Context: an optimization exercise on an open-source flow, tuned for small area. The choices shown serve that exercise and are no tape-out recipe. The RTL was checked by simulation tests, not by an equivalence proof against the original design. No activity file was given, so power comes from the tool's default toggle rates.

==> flow/design.v <==
`timescale 1ns / 1ps
module mycpu_top(
    input clk,
    input resetn,
    input int_in, 
    output inst_sram_en,
    output [3:0] inst_sram_wen,
    output [31:0] inst_sram_addr,
    output [31:0] inst_sram_wdata,
    input  [31:0] inst_sram_rdata,
    output data_sram_en,
    output [3:0]data_sram_wen,
    output [31:0]data_sram_addr,
    output [31:0]data_sram_wdata,
    input  [31:0]data_sram_rdata,
    output [31:0]debug_wb_pc,
    output [3:0] debug_wb_rf_wen,
    output [4:0] debug_wb_rf_wnum,
    output [31:0]debug_wb_rf_wdata,
    output over
    );
wire rst = ~resetn;
function [29:0] inc30(input [29:0] a);
    integer i, j;
    reg [5:0] bc;
    reg c;
    begin
        bc[0] = 1'b1;
        for (j = 1; j < 6; j = j + 1)
            bc[j] = bc[j-1] & (&a[5*(j-1) +: 5]);
        for (i = 0; i < 30; i = i + 1) begin
            c = bc[i/5];
            for (j = 5 * (i / 5); j < i; j = j + 1)
                c = c & a[j];
            inc30[i] = a[i] ^ c;
        end
    end
endfunction
function [29:0] addsx(input [29:0] a, input [15:0] b);
    integer i;
    reg c, s;
    begin
        c = 1'b0;
        for (i = 0; i < 16; i = i + 1) begin
            addsx[i] = a[i] ^ b[i] ^ c;
            c = (a[i] & b[i]) | (a[i] & c) | (b[i] & c);
        end
        s = b[15];
        c = c ^ s;
        for (i = 16; i < 30; i = i + 1) begin
            addsx[i] = a[i] ^ c;
            c = (a[i] ^ s) & c;
        end
    end
endfunction
function [29:0] add30(input [29:0] a, input [29:0] b);
    integer i;
    reg c;
    begin
        c = 1'b0;
        for (i = 0; i < 30; i = i + 1) begin
            add30[i] = a[i] ^ b[i] ^ c;
            c = (a[i] & b[i]) | (a[i] & c) | (b[i] & c);
        end
    end
endfunction
assign inst_sram_en    = 1'b1;
assign inst_sram_wen   = 4'b0000;
assign inst_sram_wdata = 32'b0;
assign data_sram_en    = 1'b1;
reg  [31:0] pc;
reg  [1:0]  stall;           
reg         isj_m;           
reg  [31:0] rd1_e;           
wire        pc_stall = |stall;
wire [31:0] pc_plus4 = {inc30(pc[31:2]), pc[1:0]};
wire [31:0] pc_in = isj_m ? rd1_e : (pc_stall ? pc : pc_plus4);
assign inst_sram_addr = {3'b0, pc_in[28:0]};
always @(posedge clk)
    if (rst) pc <= 32'hbfc00000;
    else     pc <= pc_in;
reg [31:0] ir_d;
reg        v_d;
wire [5:0] op_f = inst_sram_rdata[31:26];
wire memop_f = (op_f == 6'b100011) | (op_f == 6'b101011);
wire br_f    = (op_f == 6'b000100) | (op_f == 6'b000101) | (op_f == 6'b000001) |
               (op_f == 6'b000010) | (op_f == 6'b000011) |
               ((op_f == 6'b000000) & (inst_sram_rdata[5:0] == 6'b001000));
always @(posedge clk or posedge rst)
    if (rst) begin
        v_d <= 1'b0; stall <= 2'd0;
    end else if (pc_stall) begin
        v_d <= 1'b0; stall <= stall - 2'd1;
    end else begin
        v_d <= 1'b1;
        stall <= memop_f ? 2'd2 : br_f ? 2'd3 : 2'd0;
    end
always @(posedge clk)
    ir_d <= inst_sram_rdata;
reg          rw_w;
reg  [4:0]   wr_w;
reg  [31:0]  result_w;
reg  [1023:0] rf;
wire [31:0] we = rw_w ? (32'b1 << wr_w) : 32'b0;    
wire [31:0] wd = rst ? 32'b0 : result_w;
genvar gi;
generate for (gi = 0; gi < 32; gi = gi + 1) begin : g_rf
    always @(posedge clk)
        if (we[gi] | rst) rf[gi*32 +: 32] <= wd;
end endgenerate
wire [4:0] a1 = ir_d[25:21];
wire [4:0] a2 = v_d ? ir_d[20:16] : 5'd0;       
wire        rw_e;
wire [4:0]  wr_e;
wire [31:0] alu_out_e;
reg         rw_m;
reg  [4:0]  wr_m;
wire [31:0] result_m;
reg  ph_p, ph_n;
always @(posedge clk) ph_p <= ~ph_p;
always @(negedge clk) ph_n <= ph_p;
wire ph_hi = ph_p ^ ph_n;
wire [4:0]  ra  = ph_hi ? a2 : a1;
wire fw  = rw_w & (wr_w == ra);                         
wire [31:0] sel = (32'b1 << ra) & ~we;
reg  [31:0] rfr;
integer k;
always @* begin
    rfr = {32{fw}} & result_w;
    for (k = 0; k < 32; k = k + 1)
        rfr = rfr | ({32{sel[k]}} & rf[k*32 +: 32]);
end
reg  [31:0] rt_val;
always @(negedge clk)
    rt_val <= rfr;
wire [31:0] rd1 = (rw_e && wr_e == a1) ? alu_out_e :
                  (rw_m && wr_m == a1) ? result_m : rfr;
wire [31:0] rd2 = (rw_e && wr_e == a2) ? alu_out_e :
                  (rw_m && wr_m == a2) ? result_m : rt_val;
reg [31:0] ir_e;
reg        alu_src, sub_mode;    
wire [5:0] op_d = ir_d[31:26];
wire [5:0] fn_d = ir_d[5:0];
wire alu_src_d = (op_d == 6'b001000) | (op_d == 6'b001001) | (op_d == 6'b001100) |
                 (op_d == 6'b001101) | (op_d == 6'b001110) | (op_d == 6'b001111) |
                 (op_d == 6'b100011) | (op_d == 6'b101011);
wire sub_d = (op_d == 6'b000100) | (op_d == 6'b000101) | (op_d == 6'b000001) |
             ((op_d == 6'b000000) & ((fn_d == 6'b100010) | (fn_d == 6'b100011) |
                                     (fn_d == 6'b101010) | (fn_d == 6'b101011)));
reg        v_e;
reg [31:0] rd2_e;
wire       br_e;
wire [31:0] tgt_e;
always @(posedge clk or posedge rst)
    if (rst) begin
        v_e <= 1'b0; rd2_e <= 32'b0;
    end else begin
        v_e <= v_d; rd2_e <= rd2;
    end
always @(posedge clk) begin
    ir_e <= ir_d; alu_src <= alu_src_d; sub_mode <= sub_d;
end
always @(posedge clk)
    rd1_e <= br_e ? tgt_e : rd1;
wire [5:0] op = ir_e[31:26];
wire [5:0] fn = ir_e[5:0];
wire rtype = v_e & (op == 6'b000000);
wire r_add  = rtype & ((fn == 6'b100000) | (fn == 6'b100001));
wire r_sub  = rtype & ((fn == 6'b100010) | (fn == 6'b100011));
wire r_and  = rtype & (fn == 6'b100100);
wire r_or   = rtype & (fn == 6'b100101);
wire r_xor  = rtype & (fn == 6'b100110);
wire r_slt  = rtype & (fn == 6'b101010);
wire r_sltu = rtype & (fn == 6'b101011);
wire r_srl  = rtype & (fn == 6'b000010);
wire r_jr   = rtype & (fn == 6'b001000);
wire r_sll  = rtype & (fn == 6'b000000) & (ir_e[25:6] != 20'b0);
wire i_addi = v_e & ((op == 6'b001000) | (op == 6'b001001));
wire i_andi = v_e & ((op == 6'b001100));
wire i_ori  = v_e & ((op == 6'b001101));
wire i_xori = v_e & ((op == 6'b001110));
wire i_lui  = v_e & ((op == 6'b001111));
wire i_lw   = v_e & ((op == 6'b100011));
wire i_sw   = v_e & ((op == 6'b101011));
wire i_beq  = v_e & ((op == 6'b000100));
wire i_bne  = v_e & ((op == 6'b000101));
wire i_bgez = v_e & ((op == 6'b000001));
wire i_j    = v_e & ((op == 6'b000010));
wire i_jal  = v_e & ((op == 6'b000011));
wire c_add = r_add | i_addi | i_lw | i_sw;
wire c_sub = r_sub | i_beq | i_bne | i_bgez;
wire c_and = r_and | i_andi;
wire c_or  = r_or  | i_ori;
wire c_xor = r_xor | i_xori;
wire reg_dst = i_addi | i_andi | i_ori | i_xori | i_lui | i_lw;
wire unsign  = i_ori | i_xori;
assign br_e  = i_beq | i_bne | i_bgez | i_j | i_jal | r_jr;
wire   stl_e = br_e | i_lw | i_sw;    
assign rw_e = r_add | r_sub | r_and | r_or | r_xor | r_slt | r_sltu | r_srl | r_sll |
              reg_dst | i_jal;
assign wr_e = i_jal ? 5'd31 : reg_dst ? ir_e[20:16] : v_e ? ir_e[15:11] : 5'd0;
wire [31:0] imm  = {{16{~unsign & ir_e[15]}}, ir_e[15:0]};
wire [31:0] num1 = rd1_e;
wire [31:0] num2 = alu_src ? imm : rd2_e;
wire [32:0] sum;
bk_add32 alu_add(.a(num1), .b(sub_mode ? ~num2 : num2), .cin(sub_mode), .s(sum));
wire        ltu = ~sum[32];
wire        slt = (num1[31] ^ num2[31]) ? num1[31] : ltu;
wire [4:0]  sh  = ir_e[10:6];
function [31:0] rev(input [31:0] x);
    integer i;
    for (i = 0; i < 32; i = i + 1) rev[i] = x[31-i];
endfunction
wire [31:0] shr = (r_sll ? rev(num2) : num2) >> sh;
assign over = (c_add | c_sub) & (num1[31] == num2[31]) & (num1[31] != sum[31]);
wire [3:0] lu_tt = {c_and | c_or | r_jr, c_or | c_xor | r_jr, c_or | c_xor, 1'b0};
reg  [31:0] lu;
integer b;
always @*
    for (b = 0; b < 32; b = b + 1)
        lu[b] = lu_tt[{num1[b], num2[b]}];
assign alu_out_e =
      ({32{c_add | c_sub}} & sum[31:0])
    | lu
    | ({32{i_lui}}  & {ir_e[15:0], 16'b0})
    | ({32{r_slt}}  & {31'b0, slt})
    | ({32{r_sltu}} & {31'b0, ltu})
    | ({32{r_srl}}  & shr)
    | ({32{r_sll}}  & rev(shr))
    | ({32{i_jal}}  & pc_plus4);
wire zero = (alu_out_e == 32'b0);
wire isj_e = (i_beq & zero) | (i_bne & ~zero) | i_bgez | i_j | i_jal | r_jr;
assign tgt_e = r_jr ? rd1_e :
               (i_j | i_jal) ? {pc[31:28], ir_e[25:0], 2'b00} :
               {addsx(pc[31:2], ir_e[15:0]), pc[1:0]};
reg [31:0] alu_out_m, wdata_m;
reg        m2r_m, mw_m, v_m, stl_m;
always @(posedge clk or posedge rst)
    if (rst) begin
        wdata_m <= 32'b0; mw_m <= 1'b0; rw_m <= 1'b0; isj_m <= 1'b0;
    end else begin
        wdata_m <= rd2_e; mw_m <= i_sw; rw_m <= rw_e; isj_m <= isj_e;
    end
always @(posedge clk) begin
    alu_out_m <= alu_out_e; m2r_m <= i_lw; wr_m <= wr_e;
    v_m <= v_e; stl_m <= stl_e;
end
assign data_sram_wen   = {4{mw_m}};
assign data_sram_wdata = wdata_m;
assign data_sram_addr  = {3'b0, mw_m ? alu_out_m[28:0] : alu_out_e[28:0]};
assign result_m = m2r_m ? data_sram_rdata : alu_out_m;
wire [1:0]  back_m = stl_m ? 2'd1 : stl_e ? 2'd2 : 2'd3;
wire [31:0] pc_m   = {add30(pc[31:2], {28'h fffffff, ~back_m + 2'd1}), pc[1:0]};
reg [31:0] pc_w;
always @(posedge clk or posedge rst)
    if (rst) begin
        rw_w <= 1'b0; wr_w <= 5'b0; result_w <= 32'b0; pc_w <= 32'b0;
    end else begin
        rw_w <= rw_m; wr_w <= wr_m; result_w <= result_m; pc_w <= v_m ? pc_m : 32'b0;
    end
assign debug_wb_pc       = pc_w;
assign debug_wb_rf_wen   = {4{rw_w}};
assign debug_wb_rf_wnum  = wr_w;
assign debug_wb_rf_wdata = result_w;
endmodule
module bk_add32(
    input  [31:0] a,
    input  [31:0] b,
    input         cin,
    output [32:0] s
);
    reg [31:0] g, pp, p;
    integer l, i;
    always @* begin
        p  = a ^ b;
        g  = a & b;
        pp = p;
        g[0] = g[0] | (p[0] & cin);
        for (l = 1; l < 32; l = l * 2)
            for (i = 2 * l - 1; i < 32; i = i + 2 * l) begin
                g[i]  = g[i] | (pp[i] & g[i - l]);
                pp[i] = pp[i] & pp[i - l];
            end
        for (l = 8; l >= 1; l = l / 2)
            for (i = 3 * l - 1; i < 32; i = i + 2 * l) begin
                g[i]  = g[i] | (pp[i] & g[i - l]);
                pp[i] = pp[i] & pp[i - l];
            end
    end
    assign s = {g[31], p ^ {g[30:0], cin}};
endmodule
==> flow/flow/run.sh <==
#!/bin/bash
# Standard ORFS layout (the standard.sh and synthesis script), with three
# knobs the flow settings do not reach:
#  - Yosys's ABC pass maps the logic with an area-oriented script
#    (flow/abc_map.script: one &nf mapping with the delay relaxed) instead
#    of ORFS's five-round delay-oriented one; registers are untouched;
#  - port buffers use the smallest buffer cell instead of clkdlybuf4s50_1;
#  - clock tree sink clusters of up to 30 flops within 60 um, no dummy loads.
set -euo pipefail
work=$(pwd)
rm -rf "$work/orfs_scripts"
cp -r "$FLOW_HOME/scripts" "$work/orfs_scripts"
cp "$work/flow/abc_map.script" "$work/orfs_scripts/abc_speed.script"
export SCRIPTS_DIR="$work/orfs_scripts"
export BUFFER_PORTS_ARGS="-buffer_cell sky130_fd_sc_hd__buf_1"
export CTS_ARGS="-sink_clustering_enable -repair_clock_nets -sink_clustering_size 30 -sink_clustering_max_diameter 60 -dont_use_dummy_load"
bash standard.sh > standard_flow.log 2>&1
==> flow/flow/abc_map.script <==
&get -n
&st
&syn2
&dch -f
&nf -R 1000
&put
buffer -c
topo
stime -c
upsize -c
dnsize -c
==> flow/standard.sh <==
#!/bin/bash
# synth_recipe.tcl (not shown) runs the flow's synth.tcl, then flattens the netlist and writes it again
# the make line also repeats each setting of config.mk as NAME=value (left out here)
make -C /OpenROAD-flow-scripts/flow DESIGN_CONFIG=/design/flow/config.mk WORK_HOME=/design/flow/orfs CLKGATE_MAP_FILE= SYNTH_SCRIPT=/design/flow/synth_recipe.tcl "${@:-finish}"
==> flow/config.mk <==
export PLATFORM = sky130hd
export DESIGN_NAME = mycpu_top
export DESIGN_NICKNAME = mycpu_top
export VERILOG_FILES = /design/flow/design.v
export SDC_FILE = /design/flow/constraint.sdc
export NUM_CORES = 4
export LEC_CHECK = 0
export CAP_MARGIN = 20
export CORE_MARGIN = 2
export CORE_UTILIZATION = 30
export SLEW_MARGIN = 20
==> flow/constraint.sdc <==
create_clock -name core_clock -period 11.0 [get_ports {clk}]
set_input_delay 2.2000 -clock core_clock [delete_from_list [all_inputs] [get_ports {clk}]]
set_output_delay 2.2000 -clock core_clock [all_outputs]
set_load 0.01 [all_outputs]
==> key figures, run 1 <==
Floorplanning
  • Die area: 0.192 sq mm
  • I/O pins: around 280
  • Die Span X: 438 um
  • Core area: between 0.15 and 0.2 sq mm
  • Starting density of the core: 30.2%
  • Die height: 438 um
  • Rows: 159

STA
  • PnR worst setup slack: 0.591 ns
  • Max-slew violations: 0
  • Setup-failing EPs final: 0
  • Unrepaired setup endpoints after global routing: no
  • Setup Skew: 0.137 ns
  • Slew headroom: between 10% and 20%
  • Worst slew pin tran: approximately 1.2 ns
  • Final Hold Viols: 0
  • Setup total negative slack: 0 ns

Setup path
  • Critical path required time: approximately 11 ns
  • Setup crit end kind: flop
  • Slowest Stage Delay on Critical Path: between 0.5 and 0.6 ns
  • Startpoint type of the worst setup path: flop
  • Worst r2r src: ph_n
  • R2R setup slack: 0.59 ns
  • Crit-path max FO: 15
  • FF-to-FF End: rd1_e[14]
  • CP cell instances: xor2_1 > buf_4 > o21ai_0 > nor2_1 > nand2_1 > a211oi_4 > buf_4 > a222oi_1 > nand4_1 > a2111oi_0 > buf_4 > nand4_1 > o21ai_0 > o21ai_0 > a21oi_1 > a31oi_1
  • Critical Path AT: ~11 ns
  • Worst reg2reg path depth: 16
  • Slowest-stage cell, CP: o21ai_0
  • Crit path kind: flop to flop

Hold path
  • Worst Hold Class: flop to flop
  • Hold Path Depth: 0
  • Hold_sp: ir_d[14]
  • Hold Path End: ir_e[14]

Synthesis
  • Cell variety after synth: a little under 80
  • Post-Synthesis Cell Area: 0.0566 sq mm
  • Predominant post-synthesis flop cell: edfxtp_1
  • YS warnings: 2
  • Syn avg cell area: ~14 sq um
  • #FFs+latches synth: 1369
  • Syn Inst Count: 4148
  • Post-synthesis sequential area ratio: 68.3%
  • Post-synth EDFFs: approximately 1100
  • Synth async-reset ratio: 10.3%

Placement
  • Detailed placer's ending HPWL: 138000 um
  • Port bufs: ~230
  • Dpl ws: 0.731 ns
  • GP Congestion: 0.986

Global route
  • Initial antenna violation count: 7
  • Gr ovfl total: 0
  • First-pass GRT wire length: ~270000 um
  • Tot GR Track Use: 19.9%
  • Largest net degree at the start of global routing: 68
  • Number of global-route vias before repair: 35796

CTS
  • CTS tree: built
  • Worst skew pair latency: 0.76 ns
  • CTS sink cnt: 1369
  • Cts hold-fix bufs: 0
  • H-Tree Depth: 3
  • CTS Buffer Depth: 3
  • Setup Fix Bufs, Post-CTS: 0
  • Clk root buf: clkbuf_16
  • Number of CTS-inserted buffers: 86
  • Worst-path clk slew: ~0.11 ns
  • Post-cts gate resize count: 0

Drt
  • ANT nets after route: 0
  • Vias post-DR: 37748
  • WL per Instance: ~29 um
  • Vias/cell: 5.48
  • DR DRC count: 0
  • Final WL: 196000 um
  • DR pass1 iterations: 9
  • Detailed Route Iter0 Violations: 5674

Cells and area
  • Most frequent cells in the layout: edfxtp_1 (1056), nand2_1 (348), buf_1 (232), a222oi_1 (206), o21ai_0 (205)
  • Area delta synth->final: 12.7%
  • Final #Nets: 4578
  • Commonest non-fill, non-tap cell in the layout: edfxtp_1
  • Share of cells above drive strength 1: 10.3%

Outcome
  • Status: no timing/DRC/antenna violations

Pwr
  • Worst vdd ir: 0.000137 V
  • Leak Pwr: 23.0 nW
  • Power Density: 182 mW/mm^2

Flow run
  • Max cap viols: 0
-- cell families (layout without fill, tap and decap cells) --
kind of cell | after synthesis | count (layout) | synth area share, %
XOR/XNOR | 100 | 100 | 1.55
flip-flops | 1369 | 1369 | 68.3
multiplexers | 120 | 120 | 2.21
AO/OA/AOI/OAI | 1085 | 1085 | 13.6
AND/OR/NAND/NOR | 938 | 938 | 7.99
adder cells (fa/ha/maj) | 114 | 114 | 2.93
other | 2 | 47 | 0.0133
buffers and inverters | 420 | 625 | 3.42
-- synth_stat cells (74+ instances only) --
| master | count | area share, % |
|---|---|---|
| a222oi_1 | 206 | 3.6 |
| nand4_1 | 74 | 0.82 |
| dfrtp_1 | 141 | 6.2 |
| a22oi_1 | 126 | 1.7 |
| nor2_1 | 171 | 1.1 |
| nand2_1 | 350 | 2.3 |
| inv_1 | 90 | 0.60 |
| a21oi_1 | 203 | 1.8 |
| nand3_1 | 84 | 0.74 |
| dfxtp_1 | 172 | 6.1 |
| mux2i_1 | 80 | 1.4 |
| ha_1 | 83 | 1.8 |
| clkbuf_1 | 217 | 1.4 |
| o21ai_0 | 237 | 2.1 |
| buf_4 | 83 | 1.1 |
| edfxtp_1 | 1056 | 56 |
-- state kept, by name, summed over array words and instances, names as in the netlist, 2 cells and up --
register / cells
rd2_e: 32
pc: 32
wr_w: 5
rt_val: 32
result_w: 32
wr_m: 5
wdata_m: 32
rf: 1024
rd1_e: 32
ir_d: 32
pc_w: 32
ir_e: 32
stall: 2
alu_out_m: 32
-- per-stage QoR --
step | cell area [sq um] | total power, mW | cells | hold slack, ns | util [%]
6_report | 63800 | 11.6 | 6893 | 0.292 | 34.0
5_1_grt | 63800 | 12.1 | 6892 | 0.285 | 34.0
4_1_cts | 63700 | 11.7 | 6889 | 0.298 | 34.0
3_5_place_dp | 61500 | 8.71 | 6771 | 0.312 | 32.8
3_3_place_gp | 61400 | 8.67 | 6768 | 0.313 | 32.7
2_1_floorplan | 56800 | 7.65 | 4190 | 0.310 | -
-- worst max-delay path, delay by kind of cell (launching register included) --
kind / cells / cell delay [ns]
buffers and inverters: 3 / 0.73
and+or+nand+nor: 4 / 1.02
xor gates and xnor gates: 1 / 0.15
DFF: 1 / 0.30
AOI/OAI and AO/OA: 8 / 2.31
-- report_power, final --
group	switching (mW)	internal (mW)	total, mW
combinational	1.36	0.568	1.93
sequential	0.382	6.29	6.67
clock	1.63	1.40	3.03
total	3.38	8.25	11.6
-- worst max-delay path by stage --
stage	cells past startpoint	slack [ns]	endpoint	start
after floorplan	16	2.12	rd1_e[10]	ph_n
after global placement	17	0.84	rd1_e[17]	ph_n
after detailed placement	17	0.73	rd1_e[17]	ph_n
after CTS	17	0.70	rd1_e[17]	ph_n
after global routing	17	0.30	rd1_e[17]	ph_n
final	16	0.59	rd1_e[14]	ph_n
-- cell type report --
type	count	area [sq um]
multi-input cells	2401	17000
fillers	18293	124000
well taps	2495	3120
diodes	3	7.51
clock inverters	33	124
inverters	91	342
repair buffers	415	2400
flip-flops and latches	1369	38700
clock buffers	86	2150
-- metal layers --
metal / GRT usage [%] / vias to the layer above / wire [um]
met2: 32.0 / 1909 / 92000
li1: - / 16380 / -
met4: 8.51 / 4 / 9240
met3: 3.47 / 299 / 17700
met1: 26.3 / 19156 / 77500
met5: 0 / - / 27
==> run 2: changes to the inputs <==
--- a/flow/design.v
+++ b/flow/design.v
@@ -229,5 +229,5 @@
     | ({32{r_sll}}  & rev(shr))
     | ({32{i_jal}}  & pc_plus4);
-wire zero = (alu_out_e == 32'b0);
+wire zero = (sum[31:0] == 32'b0);    
 wire isj_e = (i_beq & zero) | (i_bne & ~zero) | i_bgez | i_j | i_jal | r_jr;
 assign tgt_e = r_jr ? rd1_e :
@@ -248,5 +248,5 @@
 assign data_sram_wen   = {4{mw_m}};
 assign data_sram_wdata = wdata_m;
-assign data_sram_addr  = {3'b0, mw_m ? alu_out_m[28:0] : alu_out_e[28:0]};
+assign data_sram_addr  = {3'b0, (mw_m ? alu_out_m[28:0] : 29'b0) | alu_out_e[28:0]};
 assign result_m = m2r_m ? data_sram_rdata : alu_out_m;
 wire [1:0]  back_m = stl_m ? 2'd1 : stl_e ? 2'd2 : 2'd3;
--- a/flow/flow/run.sh
+++ b/flow/flow/run.sh
@@ -6,6 +6,8 @@
 #    of ORFS's five-round delay-oriented one; registers are untouched;
 #  - port buffers use the smallest buffer cell instead of clkdlybuf4s50_1;
-#  - clock tree sink clusters of up to 30 flops within 60 um, no dummy loads.
-set -euo pipefail
+#  - clock tree sink clusters of up to 30 flops within 70 um, no dummy loads.
+# If the routed layout still has an antenna violation or routing DRC, the
+# layout is redone at a slightly different core utilization (45% first).
+set -uo pipefail
 work=$(pwd)
 rm -rf "$work/orfs_scripts"
@@ -14,4 +16,24 @@
 export SCRIPTS_DIR="$work/orfs_scripts"
 export BUFFER_PORTS_ARGS="-buffer_cell sky130_fd_sc_hd__buf_1"
-export CTS_ARGS="-sink_clustering_enable -repair_clock_nets -sink_clustering_size 30 -sink_clustering_max_diameter 60 -dont_use_dummy_load"
+export CTS_ARGS="-sink_clustering_enable -repair_clock_nets -sink_clustering_size 30 -sink_clustering_max_diameter 70 -dont_use_dummy_load"
+
+layout_ok() {
+    local res=orfs/results/sky130hd/mycpu_top/base
+    [[ -f $res/6_final.odb && -f out/final.def ]] || return 1
+    openroad -no_init -exit flow/check.tcl > "check_$1.log" 2>&1 || return 1
+    grep -q "^ANT 0$" "check_$1.log" || return 1
+    # the detailed router's own final violation count
+    local last
+    last=$(grep "Number of violations" orfs/logs/sky130hd/mycpu_top/base/5_2_route.log | tail -n 1)
+    [[ -z "$last" || "$last" == *"= 0."* ]]
+}
+
 bash standard.sh > standard_flow.log 2>&1
+if layout_ok first; then exit 0; fi
+for u in 40 50; do
+    mv orfs "orfs_before_u$u"
+    rm -f out/final.def
+    bash standard.sh "CORE_UTILIZATION=$u" finish > "standard_flow_u$u.log" 2>&1
+    if layout_ok "u$u"; then exit 0; fi
+done
+exit 0
==> flow/flow/check.tcl (new file) <==
# Count antenna violations on the finished layout.
read_db orfs/results/sky130hd/mycpu_top/base/6_final.odb
puts "ANT [check_antennas]"
--- a/flow/config.mk
+++ b/flow/config.mk
@@ -8,4 +8,5 @@
 export CAP_MARGIN = 20
 export CORE_MARGIN = 2
-export CORE_UTILIZATION = 30
+export CORE_UTILIZATION = 45
+export PLACE_DENSITY = 0.65
 export SLEW_MARGIN = 20
==> key figures, run 2 <==
Outcome
  • Status: no timing/DRC/antenna violations (unchanged)

Drt
  • Vias post-DR: 38089 (was 37748)
  • Final WL: 193000 um (was 196000 um)
  • Vias/cell: 6.38 (was 5.48)
  • Detailed Route Iter0 Violations: 6502 (was 5674)
  • WL per Instance: 32.2 um (was 28.5 um)
  • ANT nets after route: 0 (unchanged)
  • DR DRC count: 0 (unchanged)
  • DR pass1 iterations: 9 (unchanged)

Placement
  • Placed Area: 0.0603 sq mm (was 0.0615 sq mm)
  • GP Congestion: 1.04 (was 0.986)
  • Placed Cells: 5850 (was 6771)
  • Detailed placer's ending HPWL: 132000 um (was 138000 um)
  • Port bufs: 233 (unchanged)

Pwr
  • Leak Pwr: 23.1 nW (was 23.0 nW)
  • Worst vdd ir: 0.000183 V (was 0.000137 V)
  • Power Density: 186 mW/mm^2 (was 182 mW/mm^2)

Cells and area
  • Most frequent cells in the layout: edfxtp_1 (1056), nand2_1 (370), buf_1 (232), a222oi_1 (201), nor2_1 (168) (was edfxtp_1 (1056), nand2_1 (348), buf_1 (232), a222oi_1 (206), o21ai_0 (205))
  • FF+latch area: 0.0387 sq mm (about the same)
  • Share of cells above drive strength 1: 10.6% (was 10.3%)
  • Number of flip-flops in the largest register: 1024 (unchanged)
  • Commonest non-fill, non-tap cell in the layout: edfxtp_1 (unchanged)
  • Final core occ: 49.9% (was 34.0%)
  • Finished Layout Cells: 5972 (was 6893)
  • Fillers: 10726 (was 18293)
  • Area delta synth->final: 10.4% (was 12.7%)
  • Multi-input gate area: 0.0171 sq mm (was 0.0170 sq mm)
  • Cell area after layout: 0.0626 sq mm (was 0.0638 sq mm)
  • Largest Register: rf (unchanged)
  • Final #Nets: 4503 (was 4578)

Setup path
  • Setup crit end kind: flop (unchanged)
  • Critical path required time: 11.37 ns (was 11.33 ns)
  • Crit-path max FO: 15 (unchanged)
  • Critical Path AT: 10.73 ns (was 10.74 ns)
  • FF-to-FF End: rd1_e[19] (was rd1_e[14])
  • Crit path kind: flop to flop (unchanged)
  • Worst r2r src: ph_n (unchanged)
  • Worst reg2reg path depth: 15 (was 16)
  • R2R setup slack: 0.64 ns (was 0.59 ns)
  • Startpoint type of the worst setup path: flop (unchanged)

Global route
  • First-pass GRT wire length: 269000 um (was 274000 um)
  • Largest net degree at the start of global routing: 72 (was 68)
  • Tot GR Track Use: 29.3% (was 19.9%)
  • Gr ovfl total: 0 (unchanged)
  • Initial antenna violation count: 11 (was 7)
  • Number of global-route vias before repair: 35950 (was 35796)

Synthesis
  • Synth async-reset ratio: 10.3% (unchanged)
  • Syn avg cell area: 13.9 sq um (was 13.7 sq um)
  • Synth area leader: edfxtp_1 (unchanged)
  • Post-synthesis sequential area ratio: 68.2% (was 68.3%)
  • Predominant post-synthesis flop cell: edfxtp_1 (unchanged)
  • Syn Inst Count: 4086 (was 4148)
  • Cells taking the most area after synthesis: edfxtp_1 (56%), dfrtp_1 (6.2%), dfxtp_1 (6.1%) (unchanged)
  • Post-Synthesis Cell Area: 0.0567 sq mm (was 0.0566 sq mm)
  • Post-synth EDFFs: 1056 (unchanged)
  • Post-synth top cells: edfxtp_1 (1056), nand2_1 (370), a222oi_1 (201), clkbuf_1 (191) (was edfxtp_1 (1056), nand2_1 (350), o21ai_0 (237), clkbuf_1 (217), a222oi_1 (206))
  • #FFs+latches synth: 1369 (unchanged)
  • Yosys top cell area share: 55.9% (was 56.0%)
  • Cell variety after synth: 93 (was 78)
  • YS warnings: 2 (unchanged)
  • Most common cell in the netlist: edfxtp_1 (unchanged)

CTS
  • Number of CTS-inserted buffers: 87 (was 86)
  • H-Tree Depth: 3 (unchanged)
  • Worst skew pair latency: 0.79 ns (was 0.76 ns)
  • Post-cts gate resize count: 0 (unchanged)
  • Worst-path clk slew: 0.07 ns (was 0.11 ns)
  • Setup Fix Bufs, Post-CTS: 0 (unchanged)
  • CTS Buffer Depth: 3 (unchanged)
  • CTS sink cnt: 1369 (unchanged)
  • CTS tree: built (unchanged)
  • Cts hold-fix bufs: 0 (unchanged)
  • Clk root buf: clkbuf_16 (unchanged)

Floorplanning
  • Core area: 0.125 sq mm (was 0.188 sq mm)
  • I/O pins: 279 (unchanged)
  • Starting density of the core: 45.2% (was 30.2%)
  • Die Span X: 359 um (was 438 um)
  • Rows: 130 (was 159)
  • Die area: 0.129 sq mm (was 0.192 sq mm)
  • Die height: 359 um (was 438 um)

STA
  • Slew headroom: 10.2% (was 19.3%)
  • Final Hold Viols: 0 (unchanged)
  • Setup total negative slack: 0 ns (unchanged)
  • Setup Skew: 0.134 ns (was 0.137 ns)
  • Hold Slack: 0.300 ns (was 0.292 ns)
  • Max-slew violations: 0 (unchanged)
  • Worst slew pin tran: 1.33 ns (was 1.18 ns)
  • Unrepaired setup endpoints after global routing: no (unchanged)
  • Setup-failing EPs final: 0 (unchanged)

Hold path
  • Hold_sp: ir_d[0] (was ir_d[14])
  • Worst Hold Class: flop to flop (unchanged)
  • Hold Path Depth: 0 (unchanged)
  • Hold Path End: ir_e[0] (was ir_e[14])

Flow run
  • Max cap viols: 0 (unchanged)
run 2: area by class of cell:
class	count	area share, %
sequential	1369	61.8
multi-input combinational	2378	27.4
timing repair buffer	397	3.48
clock buffer	87	3.48
tap	1650	3.30
inverter	56	0.336
clock inverter	33	0.198
antenna	2	0.00800
run 2: worst max-delay path, stage by stage, from the launching register on:
cell,delay [ns]
dfxtp_1,0.30
xor2_1,0.15
buf_4,0.17
o21ai_0,0.46
nand2b_1,0.58
buf_4,0.26
nor3_2,0.06
buf_4,0.24
a222oi_1,0.39
nand4_1,0.17
nor2_1,0.18
nand4_1,0.32
mux2i_1,0.24
o21ai_0,0.09
a21oi_1,0.83
a31oi_1,0.07
run 2: how the worst max path moves through the flow:
stage                end  depth (start not counted)  slack [ns]  startpoint
2_1_floorplan  rd1_e[16]                         16        2.33        ph_n
5_1_grt        rd1_e[19]                         15        0.46        ph_n
6_report       rd1_e[19]                         15        0.64        ph_n
3_5_place_dp    rd1_e[8]                         14        0.82        ph_n
4_1_cts         rd1_e[8]                         14        0.77        ph_n
3_3_place_gp    rd1_e[8]                         14        0.88        ph_n
run 2: kinds of logic after synthesis:
kind of cell,synth area share (%)
flops,68.2
mux,2.79
fa+ha+maj,2.94
other cells,0.0132
buf+inv,3.21
compound gates,13.1
xor+xnor,1.42
simple gates,8.31
run 2: report_power, final:
group          total (mW)  leakage (nW)  internal [mW]  switching (mW)
Sequential           6.66          14.1           6.29           0.372
Combinational        1.95          7.73          0.579            1.37
Clock                3.05          1.25           1.41            1.64
Total                11.7          23.1           8.28            3.38
run 2: metal layers:
| metal | vias up | part of all wire (%) | global-route usage, % |
|---|---|---|---|
| met5 | - | 0.0068 | 0 |
| met4 | 2 | 6.5 | 16.2 |
| met3 | 443 | 11 | 7.13 |
| met2 | 2467 | 46 | 45.9 |
| met1 | 18987 | 36 | 37.5 |
| li1 | 16190 | - | - |
run 2: metrics by stage:
| stage | total power, mW | setup WS, ns |
|---|---|---|
| after floorplan | 7.70 | 2.33 |
| after global placement | 8.62 | 0.879 |
| after detailed placement | 8.66 | 0.815 |
| after CTS | 11.6 | 0.773 |
| after global routing | 12.0 | 0.463 |
| final | 11.7 | 0.644 |
==> run 3: changes to the inputs <==
--- a/flow/design.v
+++ b/flow/design.v
@@ -118,6 +118,8 @@
 wire [31:0] result_m;
 reg  ph_p, ph_n;
-always @(posedge clk) ph_p <= ~ph_p;
-always @(negedge clk) ph_n <= ph_p;
+always @(posedge clk) ph_p <= ~ph_n;
+always @(negedge clk or posedge rst)
+    if (rst) ph_n <= 1'b0;
+    else     ph_n <= ph_p;
 wire ph_hi = ph_p ^ ph_n;
 wire [4:0]  ra  = ph_hi ? a2 : a1;
@@ -215,9 +217,6 @@
 assign over = (c_add | c_sub) & (num1[31] == num2[31]) & (num1[31] != sum[31]);
 wire [3:0] lu_tt = {c_and | c_or | r_jr, c_or | c_xor | r_jr, c_or | c_xor, 1'b0};
-reg  [31:0] lu;
-integer b;
-always @*
-    for (b = 0; b < 32; b = b + 1)
-        lu[b] = lu_tt[{num1[b], num2[b]}];
+wire [31:0] lu = ({32{lu_tt[3]}} & num1 & num2) | ({32{lu_tt[2]}} & num1 & ~num2) |
+                 ({32{lu_tt[1]}} & ~num1 & num2);
 assign alu_out_e =
       ({32{c_add | c_sub}} & sum[31:0])
==> key figures, run 3 <==
Cells and area
  • Final core occ: 50.2% (was 49.9%)
  • Final #Nets: 4514 (was 4503)
  • Most frequent cells in the layout: edfxtp_1 (1056), nand2_1 (357), nor2_1 (233), buf_1 (232), a222oi_1 (184) (was edfxtp_1 (1056), nand2_1 (370), buf_1 (232), a222oi_1 (201), nor2_1 (168))
  • Share of cells above drive strength 1: 9.49% (was 10.6%)
  • Area delta synth->final: 10.5% (was 10.4%)
  • Largest Register: rf (unchanged)
  • Commonest non-fill, non-tap cell in the layout: edfxtp_1 (unchanged)
  • Number of flip-flops in the largest register: 1024 (unchanged)

Synthesis
  • Post-synth EDFFs: 1056 (unchanged)
  • Most common cell in the netlist: edfxtp_1 (unchanged)
  • Post-Synthesis Cell Area: 0.0565 sq mm (was 0.0567 sq mm)
  • Yosys top cell area share: 56.2% (was 55.9%)
  • #FFs+latches synth: 1369 (unchanged)
  • Syn avg cell area: 13.8 sq um (was 13.9 sq um)
  • Cells taking the most area after synthesis: edfxtp_1 (56%), dfrtp_1 (6.2%), dfxtp_1 (6.1%) (unchanged)
  • Syn Inst Count: 4101 (was 4086)
  • Post-synthesis sequential area ratio: 68.5% (was 68.2%)
  • Post-synth top cells: edfxtp_1 (1056), nand2_1 (357), nor2_1 (239), clkbuf_1 (203), a222oi_1 (184) (was edfxtp_1 (1056), nand2_1 (370), a222oi_1 (201), clkbuf_1 (191))
  • YS warnings: 2 (unchanged)
  • Synth area leader: edfxtp_1 (unchanged)
  • Cell variety after synth: 72 (was 93)
  • Synth async-reset ratio: 10.4% (was 10.3%)
  • Predominant post-synthesis flop cell: edfxtp_1 (unchanged)

Floorplanning
  • Die area: 0.128 sq mm (was 0.129 sq mm)
  • I/O pins: 279 (unchanged)
  • Core area: 0.124 sq mm (was 0.125 sq mm)
  • Starting density of the core: 45.5% (was 45.2%)
  • Die height: 358 um (was 359 um)
  • Rows: 129 (was 130)
  • Die Span X: 358 um (was 359 um)

Pwr
  • Worst vdd ir: 0.000175 V (was 0.000183 V)
  • Final Power: 12.4 mW (was 11.7 mW)
  • Switching Fraction: 30.9% (was 29.0%)
  • Power Density: 199 mW/mm^2 (was 186 mW/mm^2)
  • P_int: 8.58 mW (was 8.28 mW)
  • Clock network fraction of total power: 24.4% (was 26.2%)
  • Combinational power share: 20.2% (was 16.7%)
  • Leak Pwr: 23.2 nW (was 23.1 nW)
  • Switch Pwr: 3.84 mW (was 3.38 mW)
  • Sequential fraction of design power: 55.4% (was 57.1%)

Setup path
  • Crit-path max FO: 13 (was 15)
  • Setup crit end kind: flop (unchanged)
  • Worst r2r src: ph_n (unchanged)
  • Crit path kind: flop to flop (unchanged)
  • Crit path from: ph_n (unchanged)
  • Critical path required time: 11.53 ns (was 11.37 ns)
  • Critical Path AT: 10.87 ns (was 10.73 ns)
  • Startpoint type of the worst setup path: flop (unchanged)

Global route
  • Gr ovfl total: 0 (unchanged)
  • Largest net degree at the start of global routing: 105 (was 72)
  • Initial antenna violation count: 7 (was 11)
  • Number of global-route vias before repair: 36399 (was 35950)
  • Tot GR Track Use: 29.5% (was 29.3%)
  • First-pass GRT wire length: 267000 um (was 269000 um)

STA
  • Unrepaired setup endpoints after global routing: no (unchanged)
  • Max-slew violations: 0 (unchanged)
  • Final Hold Viols: 0 (unchanged)
  • Hold Slack: 0.324 ns (was 0.300 ns)
  • Setup-failing EPs final: 0 (unchanged)
  • Setup total negative slack: 0 ns (unchanged)
  • Slew headroom: 23.7% (was 10.2%)
  • Final min period: 10.34 ns
  • Final worst-path cycle share: 94.0%
  • Fmax: 0.0971 GHz
  • Worst slew pin tran: 1.15 ns (was 1.33 ns)
  • Setup Skew: 0.115 ns (was 0.134 ns)

Drt
  • ANT nets after route: 0 (unchanged)
  • Vias post-DR: 37964 (was 38089)
  • WL per Instance: 32.1 um (was 32.2 um)
  • DR pass1 iterations: 9 (unchanged)
  • Vias/cell: 6.36 (was 6.38)
  • Detailed Route Iter0 Violations: 5674 (was 6502)
  • DR DRC count: 0 (unchanged)
  • Final WL: 192000 um (was 193000 um)

CTS
  • Clk root buf: clkbuf_16 (unchanged)
  • H-Tree Depth: 3 (unchanged)
  • Worst-path clk slew: 0.06 ns (was 0.07 ns)
  • CTS tree: built (unchanged)
  • Worst skew pair latency: 0.75 ns (was 0.79 ns)
  • CTS sink cnt: 1369 (unchanged)
  • Setup Fix Bufs, Post-CTS: 0 (unchanged)
  • Cts hold-fix bufs: 0 (unchanged)
  • CTS Buffer Depth: 3 (unchanged)
  • Post-cts gate resize count: 0 (unchanged)
  • Number of CTS-inserted buffers: 86 (was 87)

Placement
  • GP Congestion: 1.03 (was 1.04)
  • Detailed placer's ending HPWL: 127000 um (was 132000 um)
  • Port bufs: 233 (unchanged)

Outcome
  • Status: no timing/DRC/antenna violations (unchanged)

Flow run
  • Max cap viols: 0 (unchanged)

Hold path
  • Hold_sp: ir_d[10] (was ir_d[0])
  • Worst Hold Class: flop to flop (unchanged)
==> run 3: critical path, cell delays in order (launching register included) <==
cell	delay, ns
dfrtn_1	0.36
xor2_1	0.14
buf_4	0.17
o21ai_0	0.57
nand2b_1	0.62
a211oi_4	1.00
buf_4	0.38
buf_4	0.17
a222oi_1	0.06
nand4_1	0.12
nor2_1	0.05
nand4_1	0.27
nor2_1	0.07
o31ai_1	0.30
a21oi_1	0.22
a21oi_1	0.22
==> run 3: metrics by stage <==
step	cell area, sq um	setup WS, ns	std cells
4_1_cts	62300	0.742	5967
3_5_place_dp	60100	0.764	5850
2_1_floorplan	56600	2.18	4143
5_1_grt	62400	0.464	5968
6_report	62400	0.660	5969
3_3_place_gp	60100	0.878	5849
==> run 3: kinds of logic after synthesis <==
group	after synthesis	share of synthesized area, %
muxes	136	2.52
and+or+nand+nor	990	8.24
xor gates and xnor gates	94	1.46
DFF	1369	68.5
buffers and inverters	373	3.13
adders and majority gates	114	2.94
other	2	0.0133
AOI/OAI and AO/OA	1023	13.2
==> run 3: layout make-up <==
type	count	area [sq um]
clock buffer	86	2150
tap	1637	2050
inverter	47	176
clock inverter	32	120
multi-input combinational	2401	16900
sequential	1369	38700
timing repair buffer	396	2260
antenna	1	2.50
fill	10586	61800
==> run 3: power by group through the flow <==
stage               clock [mW]  combinational [mW]  sequential (mW)
finish                    3.03                2.51             6.87
global route              3.24                2.67             6.93
CTS                       3.06                2.46             6.86
detailed placement      0.0183                2.44             6.97
global placement        0.0183                2.42             6.95
floorplan               0.0183                1.37             6.81
==> run 3: routing by layer <==
metal  vias up  track usage [%]  part of all wire, %
met2      2162             48.3                   47
met1     19135             37.8                   38
met3       435             6.03                  9.9
met4         2             13.5                  5.3
met5         -                0               0.0057
li1      16230                -                    -
==> run 3: worst paths after layout <==
path	depth (start not counted)	slack, ns	end
worst max-delay path	15	0.66	rd1_e[25]
worst min-delay path	0	0.32	ir_e[10]
worst max register to register	15	0.66	rd1_e[25]
worst min register to register	0	0.32	ir_e[10]
max in group asynchronous	1	3.52	ph_n
min in group asynchronous	1	1.51	rd2_e[2]
==> run 4: changes to the inputs <==
--- a/flow/flow/run.sh
+++ b/flow/flow/run.sh
@@ -3,5 +3,6 @@
 # knobs the flow settings do not reach:
 #  - Yosys's ABC pass maps the logic with an area-oriented script
-#    (flow/abc_map.script: one &nf mapping with the delay relaxed) instead
+#    (flow/abc_map.script: one &nf mapping with the delay relaxed, cells
+#    only sized down) instead
 #    of ORFS's five-round delay-oriented one; registers are untouched;
 #  - port buffers use the smallest buffer cell instead of clkdlybuf4s50_1;
==> flow/flow/abc_map.script (replaced) <==
&get -n
&st
&syn2
&dch -f
&nf -R 1000
&put
buffer -c
topo
stime -c
dnsize -c
==> key figures, run 4 <==
Setup path
  • Setup crit end kind: flop (unchanged)
  • Worst reg2reg path depth: 15 (unchanged)
  • Crit path from: ph_n (unchanged)
  • Worst r2r src: ph_n (unchanged)
  • Critical path required time: 11.51 ns (was 11.53 ns)
  • Worst setup endpoint: rd1_e[25] (unchanged)
  • Startpoint type of the worst setup path: flop (unchanged)
  • Crit-path max FO: 18 (was 13)
  • R2R setup slack: 0.70 ns (was 0.66 ns)
  • FF-to-FF End: rd1_e[25] (unchanged)
  • Crit path kind: flop to flop (unchanged)
  • Critical Path AT: 10.81 ns (was 10.87 ns)

Pwr
  • P_int: 8.51 mW (was 8.58 mW)
  • Power Density: 198 mW/mm^2 (was 199 mW/mm^2)
  • Leak Pwr: 23.1 nW (was 23.2 nW)
  • Worst vdd ir: 0.000179 V (was 0.000175 V)
  • Final Power: 12.3 mW (was 12.4 mW)
  • Combinational power share: 20.0% (was 20.2%)
  • Clock network fraction of total power: 23.9% (was 24.4%)
  • Switching Fraction: 30.7% (was 30.9%)
  • Sequential fraction of design power: 56.1% (was 55.4%)
  • Switch Pwr: 3.77 mW (was 3.84 mW)

Synthesis
  • Cell variety after synth: 63 (was 72)
  • #FFs+latches synth: 1369 (unchanged)
  • Synth async-reset ratio: 10.4% (unchanged)
  • Post-synthesis sequential area ratio: 68.7% (was 68.5%)
  • Synth area leader: edfxtp_1 (unchanged)
  • Post-synth top cells: edfxtp_1 (1056), nand2_1 (357), nor2_1 (239), clkbuf_1 (222), o21ai_0 (194) (was edfxtp_1 (1056), nand2_1 (357), nor2_1 (239), clkbuf_1 (203), a222oi_1 (184))
  • Most common cell in the netlist: edfxtp_1 (unchanged)
  • Post-Synthesis Cell Area: 0.0563 sq mm (was 0.0565 sq mm)
  • Syn Inst Count: 4101 (unchanged)
  • Predominant post-synthesis flop cell: edfxtp_1 (unchanged)
  • Cells taking the most area after synthesis: edfxtp_1 (56%), dfrtp_1 (6.3%), dfxtp_1 (6.1%) (was edfxtp_1 (56%), dfrtp_1 (6.2%), dfxtp_1 (6.1%))
  • Syn avg cell area: 13.7 sq um (was 13.8 sq um)
  • Post-synth EDFFs: 1056 (unchanged)
  • Yosys top cell area share: 56.3% (was 56.2%)
  • YS warnings: 2 (unchanged)

Floorplanning
  • Die area: 0.128 sq mm (about the same)
  • Die height: 358 um (about the same)
  • Core area: 0.124 sq mm (about the same)
  • Rows: 129 (unchanged)
  • I/O pins: 279 (unchanged)
  • Starting density of the core: 45.4% (was 45.5%)
  • Die Span X: 358 um (about the same)

Drt
  • ANT nets after route: 0 (unchanged)
  • Final WL: 189000 um (was 192000 um)
  • Vias post-DR: 38077 (was 37964)
  • Detailed Route Iter0 Violations: 5780 (was 5674)
  • DR pass1 iterations: 9 (unchanged)
  • Vias/cell: 6.39 (was 6.36)
  • DR DRC count: 0 (unchanged)
  • WL per Instance: 31.6 um (was 32.1 um)

STA
  • Setup-failing EPs final: 0 (unchanged)
  • Setup total negative slack: 0 ns (unchanged)
  • Worst slew pin tran: 1.13 ns (was 1.15 ns)
  • Final Hold Viols: 0 (unchanged)
  • Setup Skew: 0.0957 ns (was 0.115 ns)
  • Slew headroom: 24.4% (was 23.7%)
  • Unrepaired setup endpoints after global routing: no (unchanged)
  • Max-slew violations: 0 (unchanged)

Global route
  • Gr ovfl total: 0 (unchanged)
  • First-pass GRT wire length: 263000 um (was 267000 um)
  • Initial antenna violation count: 8 (was 7)
  • Number of global-route vias before repair: 35943 (was 36399)
  • Tot GR Track Use: 29.0% (was 29.5%)
  • Largest net degree at the start of global routing: 118 (was 105)

Flow run
  • Max cap viols: 0 (unchanged)

Cells and area
  • Cell area after layout: 0.0621 sq mm (was 0.0624 sq mm)
  • Share of cells above drive strength 1: 8.66% (was 9.49%)
  • Number of flip-flops in the largest register: 1024 (unchanged)
  • Final #Nets: 4503 (was 4514)
  • Commonest non-fill, non-tap cell in the layout: edfxtp_1 (unchanged)
  • Area delta synth->final: 10.3% (was 10.5%)
  • Largest Register: rf (unchanged)
  • Most frequent cells in the layout: edfxtp_1 (1056), nand2_1 (357), nor2_1 (232), buf_1 (232), a21oi_1 (190) (was edfxtp_1 (1056), nand2_1 (357), nor2_1 (233), buf_1 (232), a222oi_1 (184))

Placement
  • GP Congestion: 1.04 (was 1.03)
  • Detailed placer's ending HPWL: 127000 um (about the same)
  • Placed Area: 0.0599 sq mm (was 0.0601 sq mm)
  • Port bufs: 233 (unchanged)

Hold path
  • Worst Hold Class: flop to flop (unchanged)

CTS
  • Worst skew pair latency: 0.72 ns (was 0.75 ns)
  • CTS sink cnt: 1369 (unchanged)
  • H-Tree Depth: 3 (unchanged)
  • CTS tree: built (unchanged)
  • Post-cts gate resize count: 0 (unchanged)
  • Setup Fix Bufs, Post-CTS: 0 (unchanged)
  • Cts hold-fix bufs: 0 (unchanged)
  • Worst-path clk slew: 0.09 ns (was 0.06 ns)
  • Number of CTS-inserted buffers: 82 (was 86)
  • CTS Buffer Depth: 3 (unchanged)
  • Clk root buf: clkbuf_16 (unchanged)

Outcome
  • Status: no timing/DRC/antenna violations (unchanged)
[run 4: changes by cell type after synthesis, moves of 6 or more]
cell and change:
clkbuf_1 +19, a21oi_1 +15, o21ai_0 +49, o21ai_1 -46, a21oi_2 -15, buf_1 +6
buf_2 -20
[run 4: cell families after synthesis]
logic type | after synthesis | synth area share (%)
buffers and inverters | 373 | 3.04
and+or+nand+nor | 990 | 8.25
adders and majority gates | 114 | 2.95
muxes | 136 | 2.52
other | 2 | 0.0133
xor gates and xnor gates | 94 | 1.46
DFF | 1369 | 68.7
AOI/OAI and AO/OA | 1023 | 13.1
[run 4: routing by layer]
| metal | up-vias | track usage [%] | part of all wire [%] |
|---|---|---|---|
| met1 | 19127 | 38.9 | 39 |
| met3 | 406 | 4.82 | 10 |
| met5 | - | 0 | 0.024 |
| li1 | 16197 | - | - |
| met4 | 4 | 12.3 | 4.8 |
| met2 | 2343 | 46.8 | 46 |
[run 4: critical path: stages, from the launching register on]
cell and delay [ns]:
dfrtn_1 0.35, xor2_1 0.14, buf_4 0.17, o21ai_0 0.51
nand2b_1 0.44, buf_4 0.31, a211oi_4 0.82, buf_4 0.47
a222oi_1 0.13, nand4_1 0.18, nor2_1 0.06, nand4_1 0.29
nor2_1 0.07, o31ai_1 0.30, a21oi_1 0.21, a21oi_1 0.22
[run 4: how the worst min path moves through the flow]
stage	start	depth (start not counted)	endpoint
after floorplan	ir_d[0]	0	ir_e[0]
after global placement	ir_d[3]	0	ir_e[3]
after detailed placement	ir_d[7]	0	ir_e[7]
after CTS	ir_d[9]	0	ir_e[9]
after global routing	ir_d[9]	0	ir_e[9]
final	ir_d[9]	0	ir_e[9]
[run 4: power by group through the flow]
stage,clock (mW),combinational [mW],sequential [mW]
finish,2.94,2.45,6.89
global route,3.15,2.62,6.94
floorplan,0.0183,1.35,6.81
detailed placement,0.0183,2.38,6.98
global placement,0.0183,2.36,6.96
CTS,2.97,2.39,6.87
[run 4: metrics by stage]
| stage | cells | setup WS [ns] | hold WS [ns] | utilization [%] |
|---|---|---|---|---|
| 2_1_floorplan | 4143 | 1.97 | 0.310 | - |
| 3_3_place_gp | 5841 | 0.887 | 0.314 | 48.3 |
| 3_5_place_dp | 5843 | 0.899 | 0.312 | 48.3 |
| 4_1_cts | 5956 | 0.926 | 0.325 | 50.1 |
| 5_1_grt | 5957 | 0.505 | 0.329 | 50.1 |
| 6_report | 5960 | 0.700 | 0.323 | 50.1 |
[run 4: cell type report]
type                            instances  area, sq um
Inverter                               47          176
Multi-Input combinational cell       2401        16800
Timing Repair Buffer                  389         2190
Tap cell                             1637         2050
Sequential cell                      1369        38700
Clock buffer                           82         2050
Fill cell                           10641        61800
Clock inverter                         32          120
Antenna cell                            3         7.51
